This is an optimization exercise on Yosys and OpenROAD, whose aim is small area, not a production implementation.
At most, simulation tests tie the RTL to the original design; equivalence was not proved.
No functional check of the RTL was part of run 2.
Power figures rest on the tool's default switching activity, not on a simulated workload.

==> flow/design.v, too long to show whole: its modules and the start of the top module <==
// module opl_edge_detector: 35 lines
// module opl_exp_lut: 265 lines
// module opl_log_sine_lut: 265 lines
// module ksl_add_rom: 43 lines
// module tremolo: 29 lines
// module vibrato: 24 lines
// module env_rate_counter: 77 lines
// module envelope_generator: 141 lines
// module calc_rhythm_phase: 53 lines
// module calc_phase_inc: 56 lines
// module phase_generator: 100 lines
// module operator: 205 lines
// module timer: 70 lines
// module opl2: 470 lines
module opl2 (
  input rst,  
  input clk,  
  input  [7:0] din,
  output [7:0] dout,
  input cs_n,
  input wr_n,
  input a0,
  output reg irq_n,
  output reg signed [15:0] sample
);
  // ...
==> flow/run.sh <==
#!/bin/bash
# synth_recipe.tcl (not shown) runs the flow's synth.tcl, then flattens the netlist and writes it again
# the make line also repeats each setting of config.mk as NAME=value (left out here)
make -C /OpenROAD-flow-scripts/flow DESIGN_CONFIG=/design/flow/config.mk WORK_HOME=/design/flow/orfs CLKGATE_MAP_FILE= SYNTH_SCRIPT=/design/flow/synth_recipe.tcl finish
==> flow/config.mk <==
export PLATFORM = sky130hd
export DESIGN_NAME = opl2
export DESIGN_NICKNAME = opl2
export VERILOG_FILES = /design/flow/design.v
export SDC_FILE = /design/flow/constraint.sdc
export NUM_CORES = 4
export LEC_CHECK = 0
export CAP_MARGIN = 20
export CORE_MARGIN = 2
export CORE_UTILIZATION = 30
export PLACE_DENSITY = 0.5
export SLEW_MARGIN = 20
==> flow/constraint.sdc <==
create_clock -name core_clock -period 20.8 [get_ports {clk}]
set_input_delay 4.1600 -clock core_clock [delete_from_list [all_inputs] [get_ports {clk}]]
set_output_delay 4.1600 -clock core_clock [all_outputs]
set_load 0.01 [all_outputs]
==> run_results.csv, run 1 <==
group,metric,value,unit
power,clockPowerShare,48.0,%
cells_and_area,final_common_cell,"nand2_1",
critical_path,path_max_fanout,20,
power,seqPwrFrac,48.8,%
critical_path,worstSetupStartpoint,"delay_state[0]",
clock_tree,htreeDepth,5,
power,netSwitchingFraction,22.6,%
critical_path,path_depth,56,
power,combPwrFrac,3.2,%
sta,rsz0062_at_grt,"false",
global_route,met1_usage,23.3,%
cells_and_area,drive_above_1_share,6.95,%
outcome,status,"complete, no violations",
power,powerDensity,87.2,nW/um2
cells_and_area,regArea,73400,um2
place,placed_area,141000,um2
critical_path,crit_path_top_delay_cell,"or4b_1",
critical_path,crit_family,"compound AO/OA/AOI/OAI gates",
logic_synthesis,postSynth.asyncResetShare,2.83,%
power,seq_cell_power,6.52,mW
cells_and_area,finalInstanceArea,153000,um2
logic_synthesis,ys_seq_elements,3248,
logic_synthesis,syn_area,135000,um2
sta,finClkSkew,84.7,ps
power,top_power_group,"sequential cells",
==> module opl_exp_lut, before the edit <==
module opl_exp_lut (
  input wire clk,
  input wire [7:0] in,
  output reg [9:0] out
);
  always @(posedge clk)
    case(in)
      8'h0:  out <= 0;
      8'h1:  out <= 3;
      8'h2:  out <= 6;
      8'h3:  out <= 8;
      8'h4:  out <= 11;
      8'h5:  out <= 14;
      8'h6:  out <= 17;
      8'h7:  out <= 20;
      8'h8:  out <= 22;
      8'h9:  out <= 25;
      8'ha:  out <= 28;
      8'hb:  out <= 31;
      8'hc:  out <= 34;
      8'hd:  out <= 37;
      8'he:  out <= 40;
      8'hf:  out <= 42;
      8'h10: out <= 45;
      8'h11: out <= 48;
      8'h12: out <= 51;
      8'h13: out <= 54;
      8'h14: out <= 57;
      8'h15: out <= 60;
      8'h16: out <= 63;
      8'h17: out <= 66;
      8'h18: out <= 69;
      8'h19: out <= 72;
      8'h1a: out <= 75;
      8'h1b: out <= 78;
      8'h1c: out <= 81;
      8'h1d: out <= 84;
      8'h1e: out <= 87;
      8'h1f: out <= 90;
      8'h20: out <= 93;
      8'h21: out <= 96;
      8'h22: out <= 99;
      8'h23: out <= 102;
      8'h24: out <= 105;
      8'h25: out <= 108;
      8'h26: out <= 111;
      8'h27: out <= 114;
      8'h28: out <= 117;
      8'h29: out <= 120;
      8'h2a: out <= 123;
      8'h2b: out <= 126;
      8'h2c: out <= 130;
      8'h2d: out <= 133;
      8'h2e: out <= 136;
      8'h2f: out <= 139;
      8'h30: out <= 142;
      8'h31: out <= 145;
      8'h32: out <= 148;
      8'h33: out <= 152;
      8'h34: out <= 155;
      8'h35: out <= 158;
      8'h36: out <= 161;
      8'h37: out <= 164;
      8'h38: out <= 168;
      8'h39: out <= 171;
      8'h3a: out <= 174;
      8'h3b: out <= 177;
      8'h3c: out <= 181;
      8'h3d: out <= 184;
      8'h3e: out <= 187;
      8'h3f: out <= 190;
      8'h40: out <= 194;
      8'h41: out <= 197;
      8'h42: out <= 200;
      8'h43: out <= 204;
      8'h44: out <= 207;
      8'h45: out <= 210;
      8'h46: out <= 214;
      8'h47: out <= 217;
      8'h48: out <= 220;
      8'h49: out <= 224;
      8'h4a: out <= 227;
      8'h4b: out <= 231;
      8'h4c: out <= 234;
      8'h4d: out <= 237;
      8'h4e: out <= 241;
      8'h4f: out <= 244;
      8'h50: out <= 248;
      8'h51: out <= 251;
      8'h52: out <= 255;
      8'h53: out <= 258;
      8'h54: out <= 262;
      8'h55: out <= 265;
      8'h56: out <= 268;
      8'h57: out <= 272;
      8'h58: out <= 276;
      8'h59: out <= 279;
      8'h5a: out <= 283;
      8'h5b: out <= 286;
      8'h5c: out <= 290;
      8'h5d: out <= 293;
      8'h5e: out <= 297;
      8'h5f: out <= 300;
      8'h60: out <= 304;
      8'h61: out <= 308;
      8'h62: out <= 311;
      8'h63: out <= 315;
      8'h64: out <= 318;
      8'h65: out <= 322;
      8'h66: out <= 326;
      8'h67: out <= 329;
      8'h68: out <= 333;
      8'h69: out <= 337;
      8'h6a: out <= 340;
      8'h6b: out <= 344;
      8'h6c: out <= 348;
      8'h6d: out <= 352;
      8'h6e: out <= 355;
      8'h6f: out <= 359;
      8'h70: out <= 363;
      8'h71: out <= 367;
      8'h72: out <= 370;
      8'h73: out <= 374;
      8'h74: out <= 378;
      8'h75: out <= 382;
      8'h76: out <= 385;
      8'h77: out <= 389;
      8'h78: out <= 393;
      8'h79: out <= 397;
      8'h7a: out <= 401;
      8'h7b: out <= 405;
      8'h7c: out <= 409;
      8'h7d: out <= 412;
      8'h7e: out <= 416;
      8'h7f: out <= 420;
      8'h80: out <= 424;
      8'h81: out <= 428;
      8'h82: out <= 432;
      8'h83: out <= 436;
      8'h84: out <= 440;
      8'h85: out <= 444;
      8'h86: out <= 448;
      8'h87: out <= 452;
      8'h88: out <= 456;
      8'h89: out <= 460;
      8'h8a: out <= 464;
      8'h8b: out <= 468;
      8'h8c: out <= 472;
      8'h8d: out <= 476;
      8'h8e: out <= 480;
      8'h8f: out <= 484;
      8'h90: out <= 488;
      8'h91: out <= 492;
      8'h92: out <= 496;
      8'h93: out <= 501;
      8'h94: out <= 505;
      8'h95: out <= 509;
      8'h96: out <= 513;
      8'h97: out <= 517;
      8'h98: out <= 521;
      8'h99: out <= 526;
      8'h9a: out <= 530;
      8'h9b: out <= 534;
      8'h9c: out <= 538;
      8'h9d: out <= 542;
      8'h9e: out <= 547;
      8'h9f: out <= 551;
      8'ha0: out <= 555;
      8'ha1: out <= 560;
      8'ha2: out <= 564;
      8'ha3: out <= 568;
      8'ha4: out <= 572;
      8'ha5: out <= 577;
      8'ha6: out <= 581;
      8'ha7: out <= 585;
      8'ha8: out <= 590;
      8'ha9: out <= 594;
      8'haa: out <= 599;
      8'hab: out <= 603;
      8'hac: out <= 607;
      8'had: out <= 612;
      8'hae: out <= 616;
      8'haf: out <= 621;
      8'hb0: out <= 625;
      8'hb1: out <= 630;
      8'hb2: out <= 634;
      8'hb3: out <= 639;
      8'hb4: out <= 643;
      8'hb5: out <= 648;
      8'hb6: out <= 652;
      8'hb7: out <= 657;
      8'hb8: out <= 661;
      8'hb9: out <= 666;
      8'hba: out <= 670;
      8'hbb: out <= 675;
      8'hbc: out <= 680;
      8'hbd: out <= 684;
      8'hbe: out <= 689;
      8'hbf: out <= 693;
      8'hc0: out <= 698;
      8'hc1: out <= 703;
      8'hc2: out <= 708;
      8'hc3: out <= 712;
      8'hc4: out <= 717;
      8'hc5: out <= 722;
      8'hc6: out <= 726;
      8'hc7: out <= 731;
      8'hc8: out <= 736;
      8'hc9: out <= 741;
      8'hca: out <= 745;
      8'hcb: out <= 750;
      8'hcc: out <= 755;
      8'hcd: out <= 760;
      8'hce: out <= 765;
      8'hcf: out <= 770;
      8'hd0: out <= 774;
      8'hd1: out <= 779;
      8'hd2: out <= 784;
      8'hd3: out <= 789;
      8'hd4: out <= 794;
      8'hd5: out <= 799;
      8'hd6: out <= 804;
      8'hd7: out <= 809;
      8'hd8: out <= 814;
      8'hd9: out <= 819;
      8'hda: out <= 824;
      8'hdb: out <= 829;
      8'hdc: out <= 834;
      8'hdd: out <= 839;
      8'hde: out <= 844;
      8'hdf: out <= 849;
      8'he0: out <= 854;
      8'he1: out <= 859;
      8'he2: out <= 864;
      8'he3: out <= 869;
      8'he4: out <= 874;
      8'he5: out <= 880;
      8'he6: out <= 885;
      8'he7: out <= 890;
      8'he8: out <= 895;
      8'he9: out <= 900;
      8'hea: out <= 906;
      8'heb: out <= 911;
      8'hec: out <= 916;
      8'hed: out <= 921;
      8'hee: out <= 927;
      8'hef: out <= 932;
      8'hf0: out <= 937;
      8'hf1: out <= 942;
      8'hf2: out <= 948;
      8'hf3: out <= 953;
      8'hf4: out <= 959;
      8'hf5: out <= 964;
      8'hf6: out <= 969;
      8'hf7: out <= 975;
      8'hf8: out <= 980;
      8'hf9: out <= 986;
      8'hfa: out <= 991;
      8'hfb: out <= 996;
      8'hfc: out <= 1002;
      8'hfd: out <= 1007;
      8'hfe: out <= 1013;
      8'hff: out <= 1018;
    endcase
endmodule
==> module ksl_add_rom, before the edit <==
module ksl_add_rom # (
  parameter integer KSL_ADD_WIDTH = 8  
) (
  input wire clk,
  input wire [10-1:0] fnum,
  input wire [3-1:0] block,
  input wire [2-1:0] ksl,
  output reg [KSL_ADD_WIDTH-1:0] ksl_add
);
  reg [6:0] rom_out;
  wire signed [KSL_ADD_WIDTH-1:0] tmp0;
  wire signed [KSL_ADD_WIDTH-1:0] tmp1;
  wire [10-6-1:0] fnum_shifted;
  assign fnum_shifted = fnum >> 6;
  always @(posedge clk)
    case (fnum_shifted)
      0:  rom_out <= 0;
      1:  rom_out <= 32;
      2:  rom_out <= 40;
      3:  rom_out <= 45;
      4:  rom_out <= 48;
      5:  rom_out <= 51;
      6:  rom_out <= 53;
      7:  rom_out <= 55;
      8:  rom_out <= 56;
      9:  rom_out <= 58;
      10: rom_out <= 59;
      11: rom_out <= 60;
      12: rom_out <= 61;
      13: rom_out <= 62;
      14: rom_out <= 63;
      15: rom_out <= 64;
    endcase
  assign tmp0 = block - 8;
  assign tmp1 = rom_out + (tmp0 << 3);
  always @(posedge clk)
      case (ksl)
      0: ksl_add <= 0;
      1: ksl_add <= tmp1 <= 0 ? 0 : tmp1 << 1;
      2: ksl_add <= tmp1 <= 0 ? 0 : tmp1;
      3: ksl_add <= tmp1 <= 0 ? 0 : tmp1 << 2;
      endcase
endmodule
==> module tremolo, before the edit <==
module tremolo (
  input wire rst,
  input wire clk,
  input wire sample_clk_en,
  input wire [5-1:0] op_num,
  input wire dam,  
  output reg [5-1:0] am_val
);
  localparam TREMOLO_MAX_COUNT = 13*1024;
  localparam TREMOLO_INDEX_WIDTH = 14;
  reg [TREMOLO_INDEX_WIDTH-1:0] tremolo_index;
  wire [TREMOLO_INDEX_WIDTH-8-1:0] am_val_tmp0;
  wire [TREMOLO_INDEX_WIDTH-8-1:0] am_val_tmp1;
  always @(posedge clk)
    if (rst)
      tremolo_index <= 0;
    else if (sample_clk_en && op_num == 0)
      if (tremolo_index == TREMOLO_MAX_COUNT - 1)
        tremolo_index <= 0;
      else
        tremolo_index <= tremolo_index + 1;
  assign am_val_tmp0 = tremolo_index >> 8;
  assign am_val_tmp1 = (am_val_tmp0 > 26) ? (2*26 + ~am_val_tmp0) : am_val_tmp0;
  always @(posedge clk)
    if (dam)
      am_val <= am_val_tmp1;
    else
      am_val <= am_val_tmp1 >> 2;
endmodule
==> module vibrato, before the edit <==
module vibrato (
  input wire rst,
  input wire clk,
  input wire sample_clk_en,
  input wire [10-1:0] fnum,
  input wire dvb,
  output reg [10-1:0] vib_val
);
  localparam VIBRATO_INDEX_WIDTH = 13;
  reg [VIBRATO_INDEX_WIDTH-1:0] vibrato_index;
  wire [10-1:0] delta0;
  wire [10-1:0] delta1;
  wire [10-1:0] delta2;
  always @(posedge clk)
    if (rst)
      vibrato_index <= 0;
    else if (sample_clk_en)
      vibrato_index <= vibrato_index + 1;
  assign delta0 = fnum >> 7;
  assign delta1 = ((vibrato_index >> 10) & 3) == 3 ? delta0 >> 1 : delta0;
  assign delta2 = !dvb ? delta1 >> 1 : delta1;
  always @(posedge clk)
    vib_val <= ((vibrato_index >> 10) & 4) != 0 ? ~delta2 : delta2;
endmodule
==> module calc_phase_inc, before the edit <==
module calc_phase_inc (
  input wire rst,
  input wire clk,
  input wire sample_clk_en,
  input wire [10-1:0] fnum,
  input wire [4-1:0] mult,
  input wire [3-1:0] block,
  input wire vib,
  input wire dvb,
  output reg signed [20-1:0] phase_inc
);
  wire signed [20-1:0] pre_mult;
  reg signed [20-1:0] post_mult;
  wire signed [10-1:0] vib_val;
  assign pre_mult = fnum << block;
  reg signed [4:0] pre_mult_adj;
  always @(*) begin
    case (mult)
    'h0: pre_mult_adj <= 1;
    'h1: pre_mult_adj <= 1;
    'h2: pre_mult_adj <= 2;
    'h3: pre_mult_adj <= 3;
    'h4: pre_mult_adj <= 4;
    'h5: pre_mult_adj <= 5;
    'h6: pre_mult_adj <= 6;
    'h7: pre_mult_adj <= 7;
    'h8: pre_mult_adj <= 8;
    'h9: pre_mult_adj <= 9;
    'hA: pre_mult_adj <= 10;
    'hB: pre_mult_adj <= 10;
    'hC: pre_mult_adj <= 12;
    'hD: pre_mult_adj <= 12;
    'hE: pre_mult_adj <= 15;
    'hF: pre_mult_adj <= 15;
    default: pre_mult_adj <= 1;
    endcase
  end
  always @(posedge clk)
      case (mult)
      'h0: post_mult <= pre_mult >> 1;
      default: post_mult <= pre_mult * pre_mult_adj;
      endcase
  always @ *
    if (vib)
      phase_inc = post_mult + vib_val;
    else
      phase_inc = post_mult;
  vibrato vibrato (
    .clk(clk),
    .rst(rst),
    .sample_clk_en(sample_clk_en),
    .fnum(fnum),
    .dvb(dvb),
    .vib_val(vib_val)
  );
endmodule
==> run 2: changes to the inputs <==
--- a/flow/design.v
+++ b/flow/design.v
@@ -36,12 +36,15 @@
 endmodule
 `timescale 1ns / 1ps
 module opl_exp_lut (
+  input wire rst,
   input wire clk,
   input wire [7:0] in,
   output reg [9:0] out
 );
   always @(posedge clk)
-    case(in)
+    if (rst)
+      out <= 0;
+    else case(in)
       8'h0:  out <= 0;
       8'h1:  out <= 3;
       8'h2:  out <= 6;
@@ -302,12 +305,15 @@
 endmodule
 `timescale 1ns / 1ps
 module opl_log_sine_lut (
+  input wire rst,
   input wire clk,
   input wire [7:0] theta,
   output reg [11:0] out
 );
   always @(posedge clk)
-    case(theta)
+    if (rst)
+      out <= 0;
+    else case(theta)
       8'h0:  out <= 2137;
       8'h1:  out <= 1731;
       8'h2:  out <= 1543;
@@ -570,6 +576,7 @@
 module ksl_add_rom # (
   parameter integer KSL_ADD_WIDTH = 8  
 ) (
+  input wire rst,
   input wire clk,
   input wire [10-1:0] fnum,
   input wire [3-1:0] block,
@@ -582,7 +589,9 @@
   wire [10-6-1:0] fnum_shifted;
   assign fnum_shifted = fnum >> 6;
   always @(posedge clk)
-    case (fnum_shifted)
+    if (rst)
+      rom_out <= 0;
+    else case (fnum_shifted)
       0:  rom_out <= 0;
       1:  rom_out <= 32;
       2:  rom_out <= 40;
@@ -603,6 +612,9 @@
   assign tmp0 = block - 8;
   assign tmp1 = rom_out + (tmp0 << 3);
   always @(posedge clk)
+    if (rst)
+      ksl_add <= 0;
+    else
       case (ksl)
       0: ksl_add <= 0;
       1: ksl_add <= tmp1 <= 0 ? 0 : tmp1 << 1;
@@ -635,7 +647,9 @@
   assign am_val_tmp0 = tremolo_index >> 8;
   assign am_val_tmp1 = (am_val_tmp0 > 26) ? (2*26 + ~am_val_tmp0) : am_val_tmp0;
   always @(posedge clk)
-    if (dam)
+    if (rst)
+      am_val <= 0;
+    else if (dam)
       am_val <= am_val_tmp1;
     else
       am_val <= am_val_tmp1 >> 2;
@@ -663,14 +677,17 @@
   assign delta1 = ((vibrato_index >> 10) & 3) == 3 ? delta0 >> 1 : delta0;
   assign delta2 = !dvb ? delta1 >> 1 : delta1;
   always @(posedge clk)
-    vib_val <= ((vibrato_index >> 10) & 4) != 0 ? ~delta2 : delta2;
+    if (rst)
+      vib_val <= 0;
+    else
+      vib_val <= ((vibrato_index >> 10) & 4) != 0 ? ~delta2 : delta2;
 endmodule
 `timescale 1ns / 1ps
 module env_rate_counter (
   input wire rst,
   input wire clk,
   input wire sample_clk_en,
-  input wire slot_end,
+  input wire [5-1:0] op_num,
   input wire ksr,  
   input wire nts,  
   input wire [10-1:0] fnum,
@@ -688,7 +705,6 @@
   wire [8-1:0] requested_rate_shifted;
   wire [1:0] rof;
   reg [COUNTER_WIDTH-1:0] counter [0:18-1];
-  wire [COUNTER_WIDTH-1:0] counter_next;
   wire [
   (OVERFLOW_TMP_MAX_VALUE <= 2) ? 1 : (
   (OVERFLOW_TMP_MAX_VALUE <= 4) ? 2 : (
@@ -726,21 +742,21 @@
   assign rate_value = effective_rate >> 2;
   assign rof = effective_rate[1:0];
   always @(posedge clk)
-    sample_clk_en_d0 <= sample_clk_en;
-  assign counter_next = (sample_clk_en_d0 && requested_rate != 0) ?
-   counter[0] + ((4 | rof) << rate_value) : counter[0];
-  integer k;
-  always @(posedge clk)
-    if (rst) begin
-      for (k = 0; k < 18; k = k + 1)
-        counter[k] <= 0;
-    end else if (slot_end) begin
-      for (k = 0; k < 18-1; k = k + 1)
-        counter[k] <= counter[k+1];
-      counter[18-1] <= counter_next;
-    end else
-      counter[0] <= counter_next;
-  assign overflow_tmp = counter[0] + ((4 | rof) << rate_value);
+    if (rst)
+      sample_clk_en_d0 <= 0;
+    else
+      sample_clk_en_d0 <= sample_clk_en;
+  genvar i;
+  generate
+    for (i = 0; i < 18; i = i + 1) begin: named
+      always @(posedge clk)
+        if (rst)
+          counter[i] <= 0;
+        else if (sample_clk_en_d0 && requested_rate != 0 && (op_num == i))
+          counter[i] <= counter[i] + ((4 | rof) << rate_value);
+    end
+  endgenerate
+  assign overflow_tmp = counter[op_num] + ((4 | rof) << rate_value);
   assign rate_counter_overflow = overflow_tmp >> 15;
 endmodule
 `timescale 1ns / 1ps
@@ -750,7 +766,6 @@
   input wire rst,
   input wire clk,
   input wire sample_clk_en,
-  input wire slot_end,
   input wire [5-1:0] op_num,
   input wire [4-1:0] ar,   
   input wire [4-1:0] dr,   
@@ -778,41 +793,46 @@
     SUSTAIN  = 2'b11;
   reg [1:0] state [18-1:0];
   reg [1:0] next_state;
-  reg [1:0] state_next;
   wire [KSL_ADD_WIDTH-1:0] ksl_add;
   reg [9-1:0] env_int [0:18-1];
-  reg [9-1:0] env_int_next;
   wire [5-1:0] am_val;
   reg [4-1:0] requested_rate;
   wire [8-1:0] rate_counter_overflow;
   reg signed [9+1:0] env_tmp;  
   reg [PIPELINE_DELAY-1:0] sample_clk_en_delayed;
   ksl_add_rom ksl_add_rom (
+    .rst(rst),
     .clk(clk),
     .fnum(fnum),
     .block(block),
     .ksl(ksl),
     .ksl_add(ksl_add)
   );
+  genvar i;
+  generate
+    for (i = 0; i < 18; i = i + 1) begin: named
+      always @(posedge clk) begin
+        if (rst)
+          state[i] <= RELEASE;
+        else if (key_on_pulse && (op_num == i))
+          state[i] <= ATTACK;
+        else if (key_off_pulse && (op_num == i))
+          state[i] <= RELEASE;
+        else if (sample_clk_en && (op_num == i))
+          state[i] <= next_state;
+      end
+    end
+  endgenerate
   always @ *
-    case (state[0])
-    ATTACK: next_state = env_int[0] == 0 ? DECAY : ATTACK;
-    DECAY: next_state = (env_int[0] >> 4) >= sl ? SUSTAIN : DECAY;
+    case (state[op_num])
+    ATTACK: next_state = env_int[op_num] == 0 ? DECAY : ATTACK;
+    DECAY: next_state = (env_int[op_num] >> 4) >= sl ? SUSTAIN : DECAY;
     SUSTAIN: next_state = !egt ? RELEASE : SUSTAIN;
     RELEASE: next_state = RELEASE;
     default: next_state = RELEASE;
     endcase
   always @ *
-    if (key_on_pulse)
-      state_next = ATTACK;
-    else if (key_off_pulse)
-      state_next = RELEASE;
-    else if (sample_clk_en)
-      state_next = next_state;
-    else
-      state_next = state[0];
-  always @ *
-    case (state[0])
+    case (state[op_num])
     ATTACK: requested_rate = ar;
     DECAY: requested_rate = dr;
     SUSTAIN: requested_rate = 0;
@@ -823,7 +843,7 @@
     .rst(rst),
     .clk(clk),
     .sample_clk_en(sample_clk_en),
-    .slot_end(slot_end),
+    .op_num(op_num),
     .ksr(ksr),
     .nts(nts),
     .fnum(fnum),
@@ -832,38 +852,29 @@
     .rate_counter_overflow(rate_counter_overflow)
   );
   always @(posedge clk) begin
-    sample_clk_en_delayed <= sample_clk_en_delayed << 1;
-    sample_clk_en_delayed[0] <= sample_clk_en;
-  end
-  always @ * begin
-    env_int_next = env_int[0];
-    if (sample_clk_en_delayed[PIPELINE_DELAY-1])
-      if (state[0] == ATTACK && rate_counter_overflow != 0 && env_int[0] != 0)
-        env_int_next = env_int[0] - (((env_int[0]*rate_counter_overflow) >> 3) + 1);
-      else if (state[0] == DECAY || state[0] == RELEASE)
-        if (env_int[0] + rate_counter_overflow > SILENCE)
-          env_int_next = SILENCE;
-        else
-          env_int_next = env_int[0] + rate_counter_overflow;
+    if (rst)
+      sample_clk_en_delayed <= 0;
+    else begin
+      sample_clk_en_delayed <= sample_clk_en_delayed << 1;
+      sample_clk_en_delayed[0] <= sample_clk_en;
+    end
   end
-  integer k;
-  always @(posedge clk)
-    if (rst) begin
-      for (k = 0; k < 18; k = k + 1) begin
-        state[k] <= RELEASE;
-        env_int[k] <= SILENCE;
-      end
-    end else if (slot_end) begin
-      for (k = 0; k < 18-1; k = k + 1) begin
-        state[k] <= state[k+1];
-        env_int[k] <= env_int[k+1];
-      end
-      state[18-1] <= state_next;
-      env_int[18-1] <= env_int_next;
-    end else begin
-      state[0] <= state_next;
-      env_int[0] <= env_int_next;
+  generate
+  for (i = 0; i < 18; i = i + 1) begin: named1
+    always @(posedge clk) begin
+      if (rst)
+        env_int[i] <= SILENCE;
+      else if (sample_clk_en_delayed[PIPELINE_DELAY-1] && (op_num == i))
+        if (state[i] == ATTACK && rate_counter_overflow != 0 && env_int[i] != 0)
+          env_int[i] <= env_int[i] - (((env_int[i]*rate_counter_overflow) >> 3) + 1);
+        else if (state[i] == DECAY || state[i] == RELEASE)
+          if (env_int[i] + rate_counter_overflow > SILENCE)
+            env_int[i] <= SILENCE;
+          else
+            env_int[i] <= env_int[i] + rate_counter_overflow;
     end
+  end
+  endgenerate
   tremolo tremolo (
     .rst(rst),
     .clk(clk),
@@ -874,11 +885,13 @@
   );
   always @ *
     if (am)
-      env_tmp = env_int[0] + (tl << 2) + ksl_add + am_val;
+      env_tmp = env_int[op_num] + (tl << 2) + ksl_add + am_val;
     else
-      env_tmp = env_int[0] + (tl << 2) + ksl_add;
+      env_tmp = env_int[op_num] + (tl << 2) + ksl_add;
   always @(posedge clk)
-    if (env_tmp < 0)
+    if (rst)
+      env <= 0;
+    else if (env_tmp < 0)
       env <= 0;
     else if (env_tmp > SILENCE)
       env <= SILENCE;
@@ -978,6 +991,9 @@
     endcase
   end
   always @(posedge clk)
+    if (rst)
+      post_mult <= 0;
+    else
       case (mult)
       'h0: post_mult <= pre_mult >> 1;
       default: post_mult <= pre_mult * pre_mult_adj;
@@ -1001,7 +1017,6 @@
   input wire rst,
   input wire clk,
   input wire sample_clk_en,
-  input wire slot_end,
   input wire [5-1:0] op_num,
   input wire [20-1:0] phase_inc,
   input wire [2-1:0] ws,
@@ -1017,8 +1032,7 @@
   localparam PIPELINE_DELAY = 2;
   reg [PIPELINE_DELAY-1:0] sample_clk_en_delayed;
   reg [20-1:0] phase_acc [0:18-1];
-  reg [20-1:0] phase_acc_next;
-  reg [20-1:0] final_phase;
+  reg [20-1:0] final_phase [0:18-1];
   wire [20-1:0] rhythm_phase;
   wire [LOG_SIN_OUT_WIDTH-1:0] log_sin_out;
   wire [LOG_SIN_PLUS_GAIN_WIDTH-1:0] log_sin_plus_gain;
@@ -1028,58 +1042,57 @@
   reg signed [13-1:0] tmp_out2;
   wire signed [13-1:0] tmp_ws2;
   always @(posedge clk) begin
-    sample_clk_en_delayed <= sample_clk_en_delayed << 1;
-    sample_clk_en_delayed[0] <= sample_clk_en;
+    if (rst)
+      sample_clk_en_delayed <= 0;
+    else begin
+      sample_clk_en_delayed <= sample_clk_en_delayed << 1;
+      sample_clk_en_delayed[0] <= sample_clk_en;
+    end
   end
   calc_rhythm_phase calc_rhythm_phase (
     .rst(rst),
     .clk(clk),
     .sample_clk_en(sample_clk_en),
     .op_num(op_num),
-    .phase_acc(phase_acc[0]),
-    .phase_acc_17(phase_acc[4]),
-    .phase_acc_13(phase_acc[14]),
+    .phase_acc(phase_acc[op_num]),
+    .phase_acc_17(phase_acc[17]),
+    .phase_acc_13(phase_acc[13]),
     .op_type(op_type),
     .rhythm_phase(rhythm_phase)
   );
-  always @ *
-    if (sample_clk_en_delayed[PIPELINE_DELAY-1])
-      phase_acc_next = key_on_pulse ? 0 : phase_acc[0] + phase_inc;
-    else
-      phase_acc_next = phase_acc[0];
   integer k;
   always @(posedge clk)
     if (rst) begin
-      for (k = 0; k < 18; k = k + 1)
+      for (k = 0; k < 18; k = k + 1) begin
         phase_acc[k] <= 0;
-    end else if (slot_end) begin
-      for (k = 0; k < 18-1; k = k + 1)
-        phase_acc[k] <= phase_acc[k+1];
-      phase_acc[18-1] <= phase_acc_next;
-    end else
-      phase_acc[0] <= phase_acc_next;
-  always @(posedge clk)
-    if (sample_clk_en_delayed[PIPELINE_DELAY-1])
-      if (key_on_pulse)
-        final_phase <= 0;
-      else
-        final_phase <= rhythm_phase + phase_inc + (modulation << 10);
+        final_phase[k] <= 0;
+      end
+    end else if (sample_clk_en_delayed[PIPELINE_DELAY-1])
+      if (key_on_pulse) begin
+        phase_acc[op_num] <= 0;
+        final_phase[op_num] <= 0;
+      end else begin
+        phase_acc[op_num] <= phase_acc[op_num] + phase_inc;
+        final_phase[op_num] <= rhythm_phase + phase_inc + (modulation << 10);
+      end
   assign tmp_ws2 = tmp_out1 < 0 ? ~tmp_out1 : tmp_out1;
   opl_log_sine_lut log_sine_lut_inst (
+    .rst(rst),
     .clk(clk),
-    .theta(final_phase[18] ? ~final_phase[17:10]
-     : final_phase[17:10]),
+    .theta(final_phase[op_num][18] ? ~final_phase[op_num][17:10]
+     : final_phase[op_num][17:10]),
     .out(log_sin_out)
   );
   assign log_sin_plus_gain = (log_sin_out) + (env << 3);
   opl_exp_lut exp_lut_inst (
+    .rst(rst),
     .clk(clk),
     .in(~log_sin_plus_gain[7:0]),
     .out(exp_out)
   );
   assign tmp_out0 = (2**10 + exp_out) << 1;
   always @ *
-    if (final_phase[19])
+    if (final_phase[op_num][19])
       tmp_out1 = ~(tmp_out0 >> log_sin_plus_gain[LOG_SIN_PLUS_GAIN_WIDTH-1:8]);
     else
       tmp_out1 = tmp_out0 >> log_sin_plus_gain[LOG_SIN_PLUS_GAIN_WIDTH-1:8];
@@ -1088,22 +1101,23 @@
     0: tmp_out2 = tmp_out1;
     1: tmp_out2 = tmp_out1 < 0 ? 0 : tmp_out1;
     2: tmp_out2 = tmp_ws2;
-    3: tmp_out2 = final_phase[20-2] ? 0 : tmp_ws2;
+    3: tmp_out2 = final_phase[op_num][20-2] ? 0 : tmp_ws2;
     endcase
   always @(posedge clk)
-    case (op_type)
-    0:    out <= tmp_out2;
-    1: out <= tmp_out2;
-    default:       out <= tmp_out2 << 1;
-    endcase
+    if (rst)
+      out <= 0;
+    else
+      case (op_type)
+      0:    out <= tmp_out2;
+      1: out <= tmp_out2;
+      default:       out <= tmp_out2 << 1;
+      endcase
 endmodule
 `timescale 1ns / 1ps
 module operator (
   input wire rst,
   input wire clk,
   input wire sample_clk_en,
-  input wire slot_end,
-  input wire fb_rot,
   input wire [5-1:0] op_num,
   input wire [10-1:0] fnum,
   input wire [4-1:0] mult,
@@ -1111,7 +1125,7 @@
   input wire [2-1:0] ws,
   input wire vib,
   input wire dvb,
-  input wire kon,                       
+  input wire [18-1:0] kon,
   input wire [4-1:0] ar,   
   input wire [4-1:0] dr,   
   input wire [4-1:0] sl,   
@@ -1131,11 +1145,12 @@
   input wire use_feedback,
   input wire [3-1:0] fb,
   input wire [13-1:0] modulation,
+  input wire latch_feedback_pulse,
   input wire [2:0] op_type,
   output wire signed [13-1:0] out
 );
-  localparam N = 18;
-  localparam NFB = 9;
+  wire [18-1:0] key_on_pulse_array;
+  wire [18-1:0] key_off_pulse_array;
   wire bd_on_pulse;
   wire sd_on_pulse;
   wire tom_on_pulse;
@@ -1145,35 +1160,36 @@
   wire key_off_pulse;
   wire [20-1:0] phase_inc;
   wire [9-1:0] env;
-  reg signed [13-1:0] feedback1 [0:NFB-1];
-  reg signed [13-1:0] feedback2 [0:NFB-1];
+  reg signed [13-1:0] feedback1 [0:18-1];
+  reg signed [13-1:0] feedback2 [0:18-1];
   wire signed [13-1:0] feedback_result;
   reg signed [13+1+2**3-1:0] feedback_result_p0;
   wire rhythm_kon_pulse;
-  reg [N-1:0] kon_r0, kon_r1, koff_r0, koff_r1;
-  wire kon_clk_en = sample_clk_en;
-  wire koff_clk_en = sample_clk_en && op_type == 0;
-  wire kon_r0_next = kon_clk_en ? kon : kon_r0[0];
-  wire kon_r1_next = kon_clk_en ? kon_r0[0] : kon_r1[0];
-  wire koff_r0_next = koff_clk_en ? kon : koff_r0[0];
-  wire koff_r1_next = koff_clk_en ? koff_r0[0] : koff_r1[0];
-  always @(posedge clk)
-    if (rst) begin
-      kon_r0 <= 0;
-      kon_r1 <= 0;
-      koff_r0 <= 0;
-      koff_r1 <= 0;
-    end else if (slot_end) begin
-      kon_r0 <= {kon_r0_next, kon_r0[N-1:1]};
-      kon_r1 <= {kon_r1_next, kon_r1[N-1:1]};
-      koff_r0 <= {koff_r0_next, koff_r0[N-1:1]};
-      koff_r1 <= {koff_r1_next, koff_r1[N-1:1]};
-    end else begin
-      kon_r0[0] <= kon_r0_next;
-      kon_r1[0] <= kon_r1_next;
-      koff_r0[0] <= koff_r0_next;
-      koff_r1[0] <= koff_r1_next;
+  genvar j;
+  generate
+    for (j = 0; j < 18; j = j + 1) begin: detect
+      opl_edge_detector #(
+        .EDGE_LEVEL(1),
+        .CLK_DLY(1)
+      ) key_on_edge_detect (
+        .clk_en(j == op_num && sample_clk_en),
+        .in(kon[j]),
+        .edge_detected(key_on_pulse_array[j]),
+        .rst(rst),
+        .clk(clk)
+      );
+      opl_edge_detector #(
+        .EDGE_LEVEL(0),
+        .CLK_DLY(1)
+      ) key_off_edge_detect (
+        .clk_en(j == op_num && sample_clk_en && op_type == 0),
+        .in(kon[j]),
+        .edge_detected(key_off_pulse_array[j]),
+        .rst(rst),
+        .clk(clk)
+      );
     end
+  endgenerate
   opl_edge_detector #(
     .EDGE_LEVEL(1),
     .CLK_DLY(1)
@@ -1230,29 +1246,27 @@
    (op_type == 3 && tom_on_pulse) ||
    (op_type == 5 && tc_on_pulse) ||
    (op_type == 2 && hh_on_pulse);
-  assign key_on_pulse = (kon_r0[0] && !kon_r1[0]) || rhythm_kon_pulse;
-  assign key_off_pulse = !koff_r0[0] && koff_r1[0];
-  integer k;
-  always @(posedge clk)
-    if (rst) begin
-      for (k = 0; k < NFB; k = k + 1) begin
-        feedback1[k] <= 0;
-        feedback2[k] <= 0;
-      end
-    end else if (fb_rot) begin
-      for (k = 0; k < NFB-1; k = k + 1) begin
-        feedback1[k] <= feedback1[k+1];
-        feedback2[k] <= feedback2[k+1];
+  assign key_on_pulse = key_on_pulse_array[op_num] || rhythm_kon_pulse;
+  assign key_off_pulse = key_off_pulse_array[op_num];
+  generate
+    for (j = 0; j < 18; j = j + 1) begin: named
+      always @(posedge clk) begin
+        if (rst) begin
+          feedback1[j] <= 0;
+          feedback2[j] <= 0;
+        end else if (latch_feedback_pulse && (op_num == j)) begin
+          feedback1[j] <= out;
+          feedback2[j] <= feedback1[j];
+        end
       end
-      feedback1[NFB-1] <= out;
-      feedback2[NFB-1] <= feedback1[0];
     end
+  endgenerate
   always @ *
     if (fb == 0)
       feedback_result_p0 = 0;
     else
-      feedback_result_p0 = ((feedback1[0] +
-       feedback2[0]) <<< fb);
+      feedback_result_p0 = ((feedback1[op_num] +
+       feedback2[op_num]) <<< fb);
   assign feedback_result = feedback_result_p0 >>> 9;
   calc_phase_inc calc_phase_inc (
     .rst(rst),
@@ -1269,7 +1283,6 @@
     .rst(rst),
     .clk(clk),
     .sample_clk_en(sample_clk_en),
-    .slot_end(slot_end),
     .op_num(op_num),
     .ar(ar),
     .dr(dr),
@@ -1292,7 +1305,6 @@
     .rst(rst),
     .clk(clk),
     .sample_clk_en(sample_clk_en),
-    .slot_end(slot_end),
     .op_num(op_num),
     .phase_inc(phase_inc),
     .ws(ws),
@@ -1392,16 +1404,44 @@
 localparam OPERATOR_PIPELINE_DELAY = 7;
 localparam NUM_OPERATOR_UPDATE_STATES = 18 + 1;
 localparam IDLE = 0, CALC_OUTPUTS = 1;
-localparam NOP = 18;
-localparam NCH = 9;
-function [7:0] op_off(input integer k);
-  op_off = (k < 6) ? k : (k < 12) ? k + 2 : k + 4;
-endfunction
-function [3:0] op_ch(input [4:0] k);
-  op_ch = (k < 3) ? k : (k < 9) ? k - 3 : (k < 15) ? k - 6 : k - 9;
-endfunction
+reg [7:0] opl2_reg[255:0];
 reg [11:0] cntr;
 reg sample_clk_en;
+reg nts;
+reg [17:0] am;
+reg [17:0] vib;
+reg [17:0] egt;
+reg [17:0] ksr;
+reg [3:0] mult[17:0];
+reg [1:0] ksl[17:0];
+reg [5:0] tl[17:0];
+reg [3:0] ar[17:0];
+reg [3:0] dr[17:0];
+reg [3:0] sl[17:0];
+reg [3:0] rr[17:0];
+reg [9:0] fnum[8:0];
+reg [8:0] kon;
+reg [2:0] block[8:0];
+reg dam;
+reg dvb;
+reg ryt;
+reg bd;
+reg sd;
+reg tom;
+reg tc;
+reg hh;
+reg [8:0] chb;
+reg [8:0] cha;
+reg [2:0] fb[8:0];
+reg [8:0] cnt;
+reg [1:0] ws[17:0];
+reg [9:0] fnum_tmp[17:0];
+reg [2:0] block_tmp[17:0];
+reg [2:0] fb_tmp[17:0];
+reg [2:0] op_type_tmp[17:0];
+reg [17:0] kon_tmp;
+reg [17:0] use_feedback;
+reg signed [12:0] modulation[17:0];
 reg [
   (OPERATOR_PIPELINE_DELAY <= 2) ? 1 : (
   (OPERATOR_PIPELINE_DELAY <= 4) ? 2 : (
@@ -1515,55 +1555,34 @@
   (18 <= 33554432) ? 26 : (
   -1))))))))))))))))))))))))))-1:0] op_num;
 wire signed [12:0] operator_out_tmp;
+reg signed [12:0] operator_out[17:0];
+wire latch_feedback_pulse;
 reg calc_state;
 reg next_calc_state;
 reg [3:0] channel;
+reg signed [16-1:0] channel_2_op[8:0];
 reg signed [19-1:0] channel_acc_pre_clamp;
+reg signed [19-1:0] channel_acc_pre_clamp_p[8:0];
 wire read  = !cs_n && !a0;
 wire write = !cs_n && !wr_n;
 wire addr_write = (!a0 && write);
 wire reg_write = (a0 && write);
-reg timer1_overflow;
-reg timer2_overflow;
 assign dout = read ? {timer1_overflow | timer2_overflow, timer1_overflow, timer2_overflow, 5'd0} : 8'h00;
 reg [7:0] index;
 always @(posedge clk, posedge rst) begin
   if (rst) index <= 0;
   else if (addr_write) index <= {din};
 end
-reg [7:0] r20 [0:NOP-1];
-reg [7:0] r40 [0:NOP-1];
-reg [7:0] r60 [0:NOP-1];
-reg [7:0] r80 [0:NOP-1];
-reg [1:0] rE0 [0:NOP-1];
-reg [7:0] rA0 [0:NCH-1];
-reg [5:0] rB0 [0:NCH-1];
-reg [5:0] rC0 [0:NCH-1];
-reg r08;
-reg [7:0] rBD;
 genvar i;
 generate
-  for (i = 0; i < NOP; i = i + 1) begin: op_regs
-    always @(posedge clk) begin
-      if (rst) r20[i] <= 0; else if (reg_write && index == 8'h20 + op_off(i)) r20[i] <= din;
-      if (rst) r40[i] <= 0; else if (reg_write && index == 8'h40 + op_off(i)) r40[i] <= din;
-      if (rst) r60[i] <= 0; else if (reg_write && index == 8'h60 + op_off(i)) r60[i] <= din;
-      if (rst) r80[i] <= 0; else if (reg_write && index == 8'h80 + op_off(i)) r80[i] <= din;
-      if (rst) rE0[i] <= 0; else if (reg_write && index == 8'hE0 + op_off(i)) rE0[i] <= din[1:0];
-    end
-  end
-  for (i = 0; i < NCH; i = i + 1) begin: ch_regs
-    always @(posedge clk) begin
-      if (rst) rA0[i] <= 0; else if (reg_write && index == 8'hA0 + i) rA0[i] <= din;
-      if (rst) rB0[i] <= 0; else if (reg_write && index == 8'hB0 + i) rB0[i] <= din[5:0];
-      if (rst) rC0[i] <= 0; else if (reg_write && index == 8'hC0 + i) rC0[i] <= din[5:0];
-    end
+  for (i = 0; i < 256; i = i + 1) begin: named
+    always @ (posedge clk, posedge rst)
+      if (rst)
+        opl2_reg[i] <= 8'd0;
+      else if (reg_write && index == i)
+        opl2_reg[i] <= din;
   end
 endgenerate
-always @(posedge clk) begin
-  if (rst) r08 <= 0; else if (reg_write && index == 8'h08) r08 <= din[6];
-  if (rst) rBD <= 0; else if (reg_write && index == 8'hBD) rBD <= din;
-end
 always @(posedge clk, posedge rst)
   if (rst) begin
     cntr <= 12'd0;
@@ -1572,49 +1591,279 @@
     cntr <= cntr == CNTR_MAX-1 ? 12'd0 : cntr + 1'b1;
     sample_clk_en <= cntr == 12'd0;
   end
-reg [7:0] s20 [0:NOP-1];
-reg [7:0] s40 [0:NOP-1];
-reg [7:0] s60 [0:NOP-1];
-reg [7:0] s80 [0:NOP-1];
-reg [1:0] sE0 [0:NOP-1];
-reg [7:0] sA0 [0:NCH-1];
-reg [5:0] sB0 [0:NCH-1];
-reg [5:0] sC0 [0:NCH-1];
-reg s08;
-reg [7:0] sBD;
-integer k;
-always @(posedge clk)
-  if (sample_clk_en) begin
-    for (k = 0; k < NOP; k = k + 1) begin
-      s20[k] <= r20[k];
-      s40[k] <= r40[k];
-      s60[k] <= r60[k];
-      s80[k] <= r80[k];
-      sE0[k] <= rE0[k];
+always @(posedge clk, posedge rst)
+  if (rst) begin
+    nts <= 1'b0;
+    dam <= 1'b0;
+    dvb <= 1'b0;
+    ryt <= 1'b0;
+    bd  <= 1'b0;
+    sd  <= 1'b0;
+    tom <= 1'b0;
+    tc  <= 1'b0;
+    hh  <= 1'b0;
+  end else if (sample_clk_en) begin
+    nts <= opl2_reg[8][6];
+    dam <= opl2_reg['hBD][7];
+    dvb <= opl2_reg['hBD][6];
+    ryt <= opl2_reg['hBD][5];
+    bd  <= opl2_reg['hBD][4];
+    sd  <= opl2_reg['hBD][3];
+    tom <= opl2_reg['hBD][2];
+    tc  <= opl2_reg['hBD][1];
+    hh  <= opl2_reg['hBD][0];
+  end
+generate
+  for (i = 0; i < 6; i = i + 1) begin: name1
+    always @(posedge clk, posedge rst) begin
+      if (rst) begin
+        am[i]   <= 1'b0;
+        vib[i]  <= 1'b0;
+        egt[i]  <= 1'b0;
+        ksr[i]  <= 1'b0;
+        mult[i] <= 4'd0;
+        ksl[i] <= 2'd0;
+        tl[i]  <= 6'd0;
+        ar[i] <= 4'd0;
+        dr[i] <= 4'd0;
+        sl[i] <= 4'd0;
+        rr[i] <= 4'd0;
+        ws[i] <= 2'd0;
+      end else if (sample_clk_en) begin
+        am[i]   <= opl2_reg['h20+i][7];
+        vib[i]  <= opl2_reg['h20+i][6];
+        egt[i]  <= opl2_reg['h20+i][5];
+        ksr[i]  <= opl2_reg['h20+i][4];
+        mult[i] <= opl2_reg['h20+i][3:0];
+        ksl[i] <= opl2_reg['h40+i][7:6];
+        tl[i]  <= opl2_reg['h40+i][5:0];
+        ar[i] <= opl2_reg['h60+i][7:4];
+        dr[i] <= opl2_reg['h60+i][3:0];
+        sl[i] <= opl2_reg['h80+i][7:4];
+        rr[i] <= opl2_reg['h80+i][3:0];
+        ws[i] <= opl2_reg['hE0+i][1:0];
+      end
+    end
+  end
+endgenerate
+generate
+  for (i = 6; i < 12; i = i + 1) begin: name2
+    always @(posedge clk, posedge rst) begin
+      if (rst) begin
+        am[i]   <= 1'b0;
+        vib[i]  <= 1'b0;
+        egt[i]  <= 1'b0;
+        ksr[i]  <= 1'b0;
+        mult[i] <= 4'd0;
+        ksl[i] <= 2'd0;
+        tl[i]  <= 6'd0;
+        ar[i] <= 4'd0;
+        dr[i] <= 4'd0;
+        sl[i] <= 4'd0;
+        rr[i] <= 4'd0;
+        ws[i] <= 2'd0;
+      end else if (sample_clk_en) begin
+        am[i]   <= opl2_reg['h22+i][7];
+        vib[i]  <= opl2_reg['h22+i][6];
+        egt[i]  <= opl2_reg['h22+i][5];
+        ksr[i]  <= opl2_reg['h22+i][4];
+        mult[i] <= opl2_reg['h22+i][3:0];
+        ksl[i] <= opl2_reg['h42+i][7:6];
+        tl[i]  <= opl2_reg['h42+i][5:0];
+        ar[i] <= opl2_reg['h62+i][7:4];
+        dr[i] <= opl2_reg['h62+i][3:0];
+        sl[i] <= opl2_reg['h82+i][7:4];
+        rr[i] <= opl2_reg['h82+i][3:0];
+        ws[i] <= opl2_reg['hE2+i][1:0];
+      end
     end
-    for (k = 0; k < NCH; k = k + 1) begin
-      sA0[k] <= rA0[k];
-      sB0[k] <= rB0[k];
-      sC0[k] <= rC0[k];
+  end
+endgenerate
+generate
+  for (i = 12; i < 18; i = i + 1) begin: name3
+    always @(posedge clk, posedge rst) begin
+      if (rst) begin
+        am[i]   <= 1'b0;
+        vib[i]  <= 1'b0;
+        egt[i]  <= 1'b0;
+        ksr[i]  <= 1'b0;
+        mult[i] <= 4'd0;
+        ksl[i] <= 2'd0;
+        tl[i]  <= 6'd0;
+        ar[i] <= 4'd0;
+        dr[i] <= 4'd0;
+        sl[i] <= 4'd0;
+        rr[i] <= 4'd0;
+        ws[i] <= 2'd0;
+      end else if (sample_clk_en) begin
+        am[i]   <= opl2_reg['h24+i][7];
+        vib[i]  <= opl2_reg['h24+i][6];
+        egt[i]  <= opl2_reg['h24+i][5];
+        ksr[i]  <= opl2_reg['h24+i][4];
+        mult[i] <= opl2_reg['h24+i][3:0];
+        ksl[i] <= opl2_reg['h44+i][7:6];
+        tl[i]  <= opl2_reg['h44+i][5:0];
+        ar[i] <= opl2_reg['h64+i][7:4];
+        dr[i] <= opl2_reg['h64+i][3:0];
+        sl[i] <= opl2_reg['h84+i][7:4];
+        rr[i] <= opl2_reg['h84+i][3:0];
+        ws[i] <= opl2_reg['hE4+i][1:0];
+      end
     end
-    s08 <= r08;
-    sBD <= rBD;
   end
-wire nts = s08;
-wire dam = sBD[7];
-wire dvb = sBD[6];
-wire ryt = sBD[5];
-wire bd  = sBD[4];
-wire sd  = sBD[3];
-wire tom = sBD[2];
-wire tc  = sBD[1];
-wire hh  = sBD[0];
-wire [NCH-1:0] cnt;
+endgenerate
 generate
-  for (i = 0; i < NCH; i = i + 1) begin: ch_cnt
-    assign cnt[i] = sC0[i][0];
+  for (i = 0; i < 9; i = i + 1) begin: name4
+    always @(posedge clk, posedge rst) begin
+      if (rst) begin
+        fnum[i] <= 10'd0;
+        kon[i] <= 1'b0;
+        block[i] <= 3'd0;
+        chb[i] <= 1'b0;
+        cha[i] <= 1'b0;
+        fb[i]  <= 3'd0;
+        cnt[i] <= 1'b0;
+      end else if (sample_clk_en) begin
+        fnum[i][7:0] <= opl2_reg['hA0+i];
+        fnum[i][9:8] <= opl2_reg['hB0+i][1:0];
+        kon[i] <= opl2_reg['hB0+i][5];
+        block[i] <= opl2_reg['hB0+i][4:2];
+        chb[i] <= opl2_reg['hC0+i][5];
+        cha[i] <= opl2_reg['hC0+i][4];
+        fb[i]  <= opl2_reg['hC0+i][3:1];
+        cnt[i] <= opl2_reg['hC0+i][0];
+      end
+    end
   end
 endgenerate
+always @ (*) begin
+  fnum_tmp[0] = fnum[0];
+  block_tmp[0] = block[0];
+  kon_tmp[0] = kon[0];
+  fb_tmp[0] = fb[0];
+  op_type_tmp[0] = 0;
+  use_feedback[0] = 1;
+  modulation[0] = 0;
+  fnum_tmp[3] = fnum[0];
+  block_tmp[3] = block[0];
+  kon_tmp[3] = kon[0];
+  fb_tmp[3] = 0;
+  op_type_tmp[3] = 0;
+  use_feedback[3] = 0;
+  modulation[3] = cnt[0] ? 0 : operator_out[0];
+  fnum_tmp[1] = fnum[1];
+  block_tmp[1] = block[1];
+  kon_tmp[1] = kon[1];
+  fb_tmp[1] = fb[1];
+  op_type_tmp[1] = 0;
+  use_feedback[1] = 1;
+  modulation[1] = 0;
+  fnum_tmp[4] = fnum[1];
+  block_tmp[4] = block[1];
+  kon_tmp[4] = kon[1];
+  fb_tmp[4] = 0;
+  op_type_tmp[4] = 0;
+  use_feedback[4] = 0;
+  modulation[4] = cnt[1] ? 0 : operator_out[1];
+  fnum_tmp[2] = fnum[2];
+  block_tmp[2] = block[2];
+  kon_tmp[2] = kon[2];
+  fb_tmp[2] = fb[2];
+  op_type_tmp[2] = 0;
+  use_feedback[2] = 1;
+  modulation[2] = 0;
+  fnum_tmp[5] = fnum[2];
+  block_tmp[5] = block[2];
+  kon_tmp[5] = kon[2];
+  fb_tmp[5] = 0;
+  op_type_tmp[5] = 0;
+  use_feedback[5] = 0;
+  modulation[5] = cnt[2] ? 0 : operator_out[2];
+  fnum_tmp[6] = fnum[3];
+  block_tmp[6] = block[3];
+  kon_tmp[6] = kon[3];
+  fb_tmp[6] = fb[3];
+  op_type_tmp[6] = 0;
+  use_feedback[6] = 1;
+  modulation[6] = 0;
+  fnum_tmp[9] = fnum[3];
+  block_tmp[9] = block[3];
+  kon_tmp[9] = kon[3];
+  fb_tmp[9] = 0;
+  op_type_tmp[9] = 0;
+  use_feedback[9] = 0;
+  modulation[9] = cnt[3] ? 0 : operator_out[6];
+  fnum_tmp[7] = fnum[4];
+  block_tmp[7] = block[4];
+  kon_tmp[7] = kon[4];
+  fb_tmp[7] = fb[4];
+  op_type_tmp[7] = 0;
+  use_feedback[7] = 1;
+  modulation[7] = 0;
+  fnum_tmp[10] = fnum[4];
+  block_tmp[10] = block[4];
+  kon_tmp[10] = kon[4];
+  fb_tmp[10] = 0;
+  op_type_tmp[10] = 0;
+  use_feedback[10] = 0;
+  modulation[10] = cnt[4] ? 0 : operator_out[7];
+  fnum_tmp[8] = fnum[5];
+  block_tmp[8] = block[5];
+  kon_tmp[8] = kon[5];
+  fb_tmp[8] = fb[5];
+  op_type_tmp[8] = 0;
+  use_feedback[8] = 1;
+  modulation[8] = 0;
+  fnum_tmp[11] = fnum[5];
+  block_tmp[11] = block[5];
+  kon_tmp[11] = kon[5];
+  fb_tmp[11] = 0;
+  op_type_tmp[11] = 0;
+  use_feedback[11] = 0;
+  modulation[11] = cnt[5] ? 0 : operator_out[8];
+  fnum_tmp[12] = fnum[6];
+  block_tmp[12] = block[6];
+  kon_tmp[12] = kon[6];
+  fb_tmp[12] = fb[6];
+  op_type_tmp[12] = ryt ? 1 : 0;
+  use_feedback[12] = 1;
+  modulation[12] = 0;
+  fnum_tmp[15] = fnum[6];
+  block_tmp[15] = block[6];
+  kon_tmp[15] = kon[6];
+  fb_tmp[15] = 0;
+  op_type_tmp[15] = ryt ? 1 : 0;
+  use_feedback[15] = 0;
+  modulation[15] = cnt[6] ? 0 : operator_out[12];
+  fnum_tmp[13] = fnum[7];
+  block_tmp[13] = block[7];
+  kon_tmp[13] = kon[7];
+  fb_tmp[13] = ryt ? 0 : fb[7];
+  op_type_tmp[13] = ryt ? 2 : 0;
+  use_feedback[13] = ryt ? 0 : 1;
+  modulation[13] = 0;
+  fnum_tmp[16] = fnum[7];
+  block_tmp[16] = block[7];
+  kon_tmp[16] = kon[7];
+  fb_tmp[16] = 0;
+  op_type_tmp[16] = ryt ? 4 : 0;
+  use_feedback[16] = 0;
+  modulation[16] = cnt[7] || ryt ? 0 : operator_out[13];
+  fnum_tmp[14] = fnum[8];
+  block_tmp[14] = block[8];
+  kon_tmp[14] = kon[8];
+  fb_tmp[14] = ryt ? 0 : fb[8];
+  op_type_tmp[14] = ryt ? 3 : 0;
+  use_feedback[14] = ryt ? 0 : 1;
+  modulation[14] = 0;
+  fnum_tmp[17] = fnum[8];
+  block_tmp[17] = block[8];
+  kon_tmp[17] = kon[8];
+  fb_tmp[17] = 0;
+  op_type_tmp[17] = ryt ? 5 : 0;
+  use_feedback[17] = 0;
+  modulation[17] = cnt[8] || ryt ? 0 : operator_out[14];
+end
 always @(posedge clk, posedge rst)
   if (rst)
     delay_state <= 5'd0;
@@ -1646,69 +1895,26 @@
     op_num = 0;
   else
     op_num = delay_state - 1;
-wire slot_start = delay_state != 0 && delay_counter == 0;
-wire slot_end = delay_state != 0 && delay_counter == OPERATOR_PIPELINE_DELAY - 1;
-reg signed [12:0] operator_out [0:NOP-1];
-always @(posedge clk)
-  if (rst) begin
-    for (k = 0; k < NOP; k = k + 1)
-      operator_out[k] <= 0;
-  end else if (slot_end) begin
-    for (k = 0; k < NOP-1; k = k + 1)
-      operator_out[k] <= operator_out[k+1];
-    operator_out[NOP-1] <= operator_out_tmp;
-  end
-wire [3:0] ch = op_ch(op_num);
-wire is_mod = (op_num < 3) || (op_num >= 6 && op_num < 9) || (op_num >= 12 && op_num < 15);
-wire ryt_hh_tom = ryt && (op_num == 13 || op_num == 14);
-wire ryt_sd_tc = ryt && (op_num == 16 || op_num == 17);
-reg [2:0] op_type;
-always @ (*)
-  if (!ryt)
-    op_type = 0;
-  else
-    case (op_num)
-    12, 15: op_type = 1;
-    13: op_type = 2;
-    16: op_type = 4;
-    14: op_type = 3;
-    17: op_type = 5;
-    default: op_type = 0;
-    endcase
-wire [7:0] c20 = s20[op_num];
-wire [7:0] c40 = s40[op_num];
-wire [7:0] c60 = s60[op_num];
-wire [7:0] c80 = s80[op_num];
-wire [1:0] cE0 = sE0[op_num];
-wire [7:0] cA0 = sA0[ch];
-wire [5:0] cB0 = sB0[ch];
-wire [5:0] cC0 = sC0[ch];
-wire use_feedback = is_mod && !ryt_hh_tom;
-wire [2:0] fb_cur = use_feedback ? cC0[3:1] : 3'd0;
-wire [12:0] modulation = (is_mod || cC0[0] || ryt_sd_tc) ? 13'd0 : operator_out[15];
-wire fb_rot = slot_end && is_mod;
 operator operator_inst(
   .rst(rst),
   .clk(clk),
-  .sample_clk_en(slot_start),
-  .slot_end(slot_end),
-  .fb_rot(fb_rot),
+  .sample_clk_en(delay_state != 0 && delay_counter == 0),
   .op_num(op_num),
-  .fnum({cB0[1:0], cA0}),
-  .mult(c20[3:0]),
-  .block(cB0[4:2]),
-  .ws(cE0),
-  .vib(c20[6]),
-  .kon(cB0[5]),
-  .ar(c60[7:4]),
-  .dr(c60[3:0]),
-  .sl(c80[7:4]),
-  .rr(c80[3:0]),
-  .tl(c40[5:0]),
-  .ksr(c20[4]),
-  .ksl(c40[7:6]),
-  .egt(c20[5]),
-  .am(c20[7]),
+  .fnum(fnum_tmp[op_num]),
+  .mult(mult[op_num]),
+  .block(block_tmp[op_num]),
+  .ws(ws[op_num]),
+  .vib(vib[op_num]),
+  .kon(kon_tmp),
+  .ar(ar[op_num]),
+  .dr(dr[op_num]),
+  .sl(sl[op_num]),
+  .rr(rr[op_num]),
+  .tl(tl[op_num]),
+  .ksr(ksr[op_num]),
+  .ksl(ksl[op_num]),
+  .egt(egt[op_num]),
+  .am(am[op_num]),
   .dam(dam),
   .dvb(dvb),
   .nts(nts),
@@ -1717,12 +1923,21 @@
   .tom(tom),
   .tc(tc),
   .hh(hh),
-  .use_feedback(use_feedback),
-  .fb(fb_cur),
-  .modulation(modulation),
-  .op_type(op_type),
+  .use_feedback(use_feedback[op_num]),
+  .fb(fb_tmp[op_num]),
+  .modulation(modulation[op_num]),
+  .op_type(op_type_tmp[op_num]),
+  .latch_feedback_pulse(latch_feedback_pulse),
   .out(operator_out_tmp)
 );
+integer k;
+always @(posedge clk, posedge rst)
+  if (rst) begin
+    for (k = 0; k < 18; k = k + 1)
+      operator_out[k] <= 0;
+  end else if (delay_state != 0 && delay_counter == OPERATOR_PIPELINE_DELAY - 1)
+    operator_out[op_num] <= operator_out_tmp;
+assign latch_feedback_pulse = delay_state != 0 && delay_counter == OPERATOR_PIPELINE_DELAY - 1;
 always @(posedge clk, posedge rst)
   if (rst)
     calc_state <= IDLE;
@@ -1740,38 +1955,43 @@
     channel <= 0;
   else
     channel <= channel + 1;
-wire [3:0] ch_next = calc_state == CALC_OUTPUTS ? channel + 1'b1 : 4'd0;
-reg signed [12:0] ch_a;
-reg signed [12:0] ch_b;
 always @ (*) begin
-  ch_a = 0;
-  case (ch_next)
-  0: begin ch_b = operator_out[3];  if (cnt[0]) ch_a = operator_out[0]; end
-  1: begin ch_b = operator_out[4];  if (cnt[1]) ch_a = operator_out[1]; end
-  2: begin ch_b = operator_out[5];  if (cnt[2]) ch_a = operator_out[2]; end
-  3: begin ch_b = operator_out[9];  if (cnt[3]) ch_a = operator_out[6]; end
-  4: begin ch_b = operator_out[10]; if (cnt[4]) ch_a = operator_out[7]; end
-  5: begin ch_b = operator_out[11]; if (cnt[5]) ch_a = operator_out[8]; end
-  6: if (ryt)
-       ch_b = cnt[6] ? operator_out[15] : operator_out[12];
-     else begin
-       ch_b = operator_out[15];
-       if (cnt[6]) ch_a = operator_out[12];
-     end
-  7: begin ch_b = operator_out[16]; if (cnt[7] || ryt) ch_a = operator_out[13]; end
-  default: begin ch_b = operator_out[16]; if (cnt[8] || ryt) ch_a = operator_out[13]; end
-  endcase
+  channel_2_op[0] = cnt[0] ? operator_out[0] + operator_out[ 3] : operator_out[ 3];
+  channel_2_op[1] = cnt[1] ? operator_out[1] + operator_out[ 4] : operator_out[ 4];
+  channel_2_op[2] = cnt[2] ? operator_out[2] + operator_out[ 5] : operator_out[ 5];
+  channel_2_op[3] = cnt[3] ? operator_out[6] + operator_out[ 9] : operator_out[ 9];
+  channel_2_op[4] = cnt[4] ? operator_out[7] + operator_out[10] : operator_out[10];
+  channel_2_op[5] = cnt[5] ? operator_out[8] + operator_out[11] : operator_out[11];
+  if (ryt)
+    channel_2_op[6] = cnt[6] ? operator_out[15] : operator_out[12];
+  else
+    channel_2_op[6] = cnt[6] ? operator_out[12] + operator_out[15] : operator_out[15];
+  channel_2_op[7] = cnt[7] || (ryt) ? operator_out[13] + operator_out[16] : operator_out[16];
+  channel_2_op[8] = cnt[8] || (ryt)  ? operator_out[14] + operator_out[17] : operator_out[17];
+end
+always @(posedge clk, posedge rst)
+  if (rst) begin
+    for (k = 0; k < 9; k = k + 1)
+      channel_acc_pre_clamp_p[k] <= 0;
+  end else begin
+  channel_acc_pre_clamp_p[0] <= channel_2_op[0];
+  channel_acc_pre_clamp_p[1] <= channel_2_op[1];
+  channel_acc_pre_clamp_p[2] <= channel_2_op[2];
+  channel_acc_pre_clamp_p[3] <= channel_2_op[3];
+  channel_acc_pre_clamp_p[4] <= channel_2_op[4];
+  channel_acc_pre_clamp_p[5] <= channel_2_op[5];
+  channel_acc_pre_clamp_p[6] <= channel_2_op[6];
+  channel_acc_pre_clamp_p[7] <= channel_2_op[7];
+  channel_acc_pre_clamp_p[8] <= channel_2_op[8];
 end
-reg signed [13:0] channel_out;
-always @(posedge clk)
-  channel_out <= ch_a + ch_b;
 always @(posedge clk, posedge rst)
   if (rst)
     channel_acc_pre_clamp <= 0;
   else if (sample_clk_en)
     channel_acc_pre_clamp <= 0;
   else if (calc_state == CALC_OUTPUTS)
-    channel_acc_pre_clamp <= channel_acc_pre_clamp + channel_out;
+    channel_acc_pre_clamp <= channel_acc_pre_clamp +
+     channel_acc_pre_clamp_p[channel];
 always @(posedge clk, posedge rst)
   if (rst)
     sample <= 0;
@@ -1803,6 +2023,7 @@
   .start(timer1_active),
   .overflow(timer1_pulse)
 );
+reg timer1_overflow;
 always @(posedge clk, posedge rst) begin
   if (rst) timer1_overflow <= 0;
   else begin
@@ -1829,6 +2050,7 @@
   .start(timer2_active),
   .overflow(timer2_pulse)
 );
+reg timer2_overflow;
 always @(posedge clk, posedge rst) begin
   if (rst) timer2_overflow <= 0;
   else begin
==> run_results.csv, run 2 <==
group,metric,value,unit
outcome,status,"complete, no violations",
power,netSwitchingFraction,24.3,%
min_path,min_path_type,"reg2reg",
critical_path,crit_path_top_delay_cell,"o32ai_2",
cells_and_area,largest_reg_flops,783,
power,clockPowerShare,47.1,%
min_path,min-delay-start,"opl2_reg[144][1]",
drt,viasPerCell,5.40,
clock_tree,path_clk_slew,60,ps
logic_synthesis,synthMuxAreaShare,10.5,%
clock_tree,ctsHoldBuffers,0,
floorplanning,die_x,864,um
cells_and_area,drive_above_1_share,14.5,%
sta,finClkSkew,172,ps
critical_path,worst_ep_required_time,21750,ps
logic_synthesis,synth-compound-area-share,14.1,%
logic_synthesis,yosys.area_share.simple,13.4,%
drt,final_antenna_net_count,0,
cells_and_area,syn_to_final_growth,12.6,%
clock_tree,insertion_delay,1160,ps
floorplanning,core-area,736000,um2
floorplanning,start_util,30.1,%
clock_tree,clk_path_buf_depth,4,
clock_tree,ctsResizeCount,0,
logic_synthesis,synth.distinct_cells,110,
logic_synthesis,postSynth.asyncResetShare,48.2,%
drt,wire_per_inst,25.3,um
clock_tree,tritoncts,"yes",
logic_synthesis,synth.top_cell.area_share,22.8,%
cells_and_area,nNetsFinal,23200,
power,total_power,18.2,mW
critical_path,crit_top_cell,"fa_1",
critical_path,worstSetupStartpoint,"delay_state[4]",
logic_synthesis,synthCells,22400,
critical_path,rr_startpoint,"delay_state[4]",
sta,rsz0062_at_grt,"false",
floorplanning,die_area,746000,um2
power,seqPwrFrac,47.5,%
critical_path,path_max_fanout,64,
sta,fin_hold_ws,431,ps
critical_path,r2r_slack,3510,ps
power,combPwrFrac,5.4,%
sta,worst_pin_slew,1300,ps
drt,wirelength,814000,um
floorplanning,io_pins,38,
logic_synthesis,ys_top_cells_by_area,"dfrtp_1, edfxtp_1, dfxtp_1",
global_route,grt_max_degree,174,
critical_path,start_kind,"register",
drt,first_pass_iters,9,
logic_synthesis,yosysSeqAreaShare,46.7,%
logic_synthesis,syn_area,222000,um2
sta,setup_tns,0,ps
critical_path,cp-end-kind,"register",
drt,vias,174000,
clock_tree,htreeDepth,5,
drt,drc,0,
critical_path,worst_ep_arrival_time,18240,ps
global_route,grt_pass1_wl,1190000,um
place,placed_area,234000,um2
critical_path,cpPeakStageDelay,950,ps
logic_synthesis,synth.avg_cell_area,9.91,um2
clock_tree,root_buffer,"clkbuf_16",
place,port-buffer-count,32,
sta,min_period,17290,ps
critical_path,reg2reg_to,"operator_inst.envelope_generator.env_int[8][8]",
critical_path,crit_end,"operator_inst.envelope_generator.env_int[8][8]",
logic_synthesis,ys.flop_type,"dfrtp_1",
logic_synthesis,synthTopCellsByCount,"nand2_1, dfrtp_1, mux2_2",
logic_synthesis,yosysMostFrequentCell,"nand2_1",
power,ir_drop,78.4,uV
logic_synthesis,synth_edf_count,960,
place,place_congestion,0.878,
logic_synthesis,synth_top_family_by_area,"compound AO/OA/AOI/OAI gates",
global_route,grt_pass1_vias,167000,
place,dp_hpwl,538000,um
cells_and_area,final_cell_mix,"nand2_1, dfrtp_1, mux2_2",
global_route,antenna_found_initial,40,
sta,relSlewSlack,13.2,%
global_route,overflow,0,
logic_synthesis,ys_seq_elements,4184,
power,powerDensity,73.1,nW/um2
sta,setup_viol,0,
logic_synthesis,synth_xor_area_share,3.33,%
critical_path,crit_type,"reg2reg",
cells_and_area,finalInstanceArea,250000,um2
logic_synthesis,synth_top_area_cell,"dfrtp_1",
clock_tree,cts.sinks,4184,
power,power.switching,4.44,mW
logic_synthesis,yosysWarningCount,61,
critical_path,reg2regPathDepth,48,
logic_synthesis,synth_adder_area_share,7.92,%
power,power_leakage,105,nW
cells_and_area,final_util,33.9,%
global_route,grt_util_all_layers,21.0,%
floorplanning,rows,315,
clock_tree,postCtsSetupBuffers,0,
clock_tree,numCtsBuffers,469,
run,cap_violations,0,
drt,drt_iter0_drc,17200,
cells_and_area,final_common_cell,"nand2_1",
sta,period_share,83.1,%
power,intPower,13.8,mW
run 2: cell types whose count changed in the layout (fill, tap and decap cells not counted), sizes merged, moves of 455 or more:
cell   before   now
dfrtp      91  2017
mux2       69  1706
dfxtp    2363  1206
nor2      632  1694
ha        283   975
a21oi    2292  1633
inv       283   925
nand2    3883  3356
nand3     994   539
run 2: cell families (layout without fill, tap and decap cells):
family	Yosys count	count (layout)
flip-flops	4184	4184
AO/OA/AOI/OAI	4757	4757
multiplexers	2091	2091
adder cells (fa/ha/maj)	1243	1243
XOR/XNOR	840	840
other	1	41
AND/OR/NAND/NOR	6887	6887
buffers and inverters	2376	2308
run 2: per-layer routing:
| metal | vias up | part of all wire [%] | global-route usage (%) |
|---|---|---|---|
| li1 | 78400 | - | - |
| met2 | 5968 | 45 | 33.6 |
| met5 | - | 0.013 | 0 |
| met1 | 88100 | 44 | 29.1 |
| met3 | 1209 | 7.2 | 3.48 |
| met4 | 16 | 3.4 | 6.35 |
run 2: cell type report:
type / count / area (um2)
sequential: 4184 / 103000
clock inverter: 188 / 2200
clock buffer: 683 / 13500
fill: 74800 / 487000
inverter: 917 / 3460
tap: 9827 / 12300
timing repair buffer: 520 / 4250
multi-input combinational: 15800 / 110000
antenna: 36 / 90.1
run 2: worst min path at each step:
stage,slack [ps],to,cells after the start
floorplan,400,irq_n,1
global placement,440,register,2
detailed placement,440,register,2
CTS,420,dr[4][0],1
global route,450,ar[0][1],1
finish,430,rr[12][1],1
run 2: worst max-delay path, delay by kind of cell, from the launching register on:
family	cells	cell delay, ps
simple gates	18	5770
compound gates	17	5220
fa+ha+maj	7	2850
buf+inv	4	1480
flops	1	940
mux	1	560
xor+xnor	1	240
run 2: through the flow:
step,std cells,setup slack (ps)
6_report,32200,3510
5_1_grt,32200,2700
4_1_cts,32100,3930
3_5_place_dp,31300,3970
3_3_place_gp,31300,4230
2_1_floorplan,22400,2110
run 2: power groups by stage:
stage | Sequential (mW) | Combinational [mW] | Clock, mW
6_report | 8.67 | 0.979 | 8.60
5_1_grt | 8.68 | 1.07 | 9.07
4_1_cts | 8.66 | 0.977 | 8.76
3_5_place_dp | 8.83 | 0.972 | 0
3_3_place_gp | 8.82 | 0.965 | 0
2_1_floorplan | 8.76 | 0.708 | 0

Re-timed with assumed drivers on the ports (clkbuf_16 on the clock, buf_2 on other inputs), run 2 has 3.513 ns of setup slack against 3.513 ns with ideal ports, and 3.513 ns once port delays also move by the mid clock arrival of 1.202 ns.
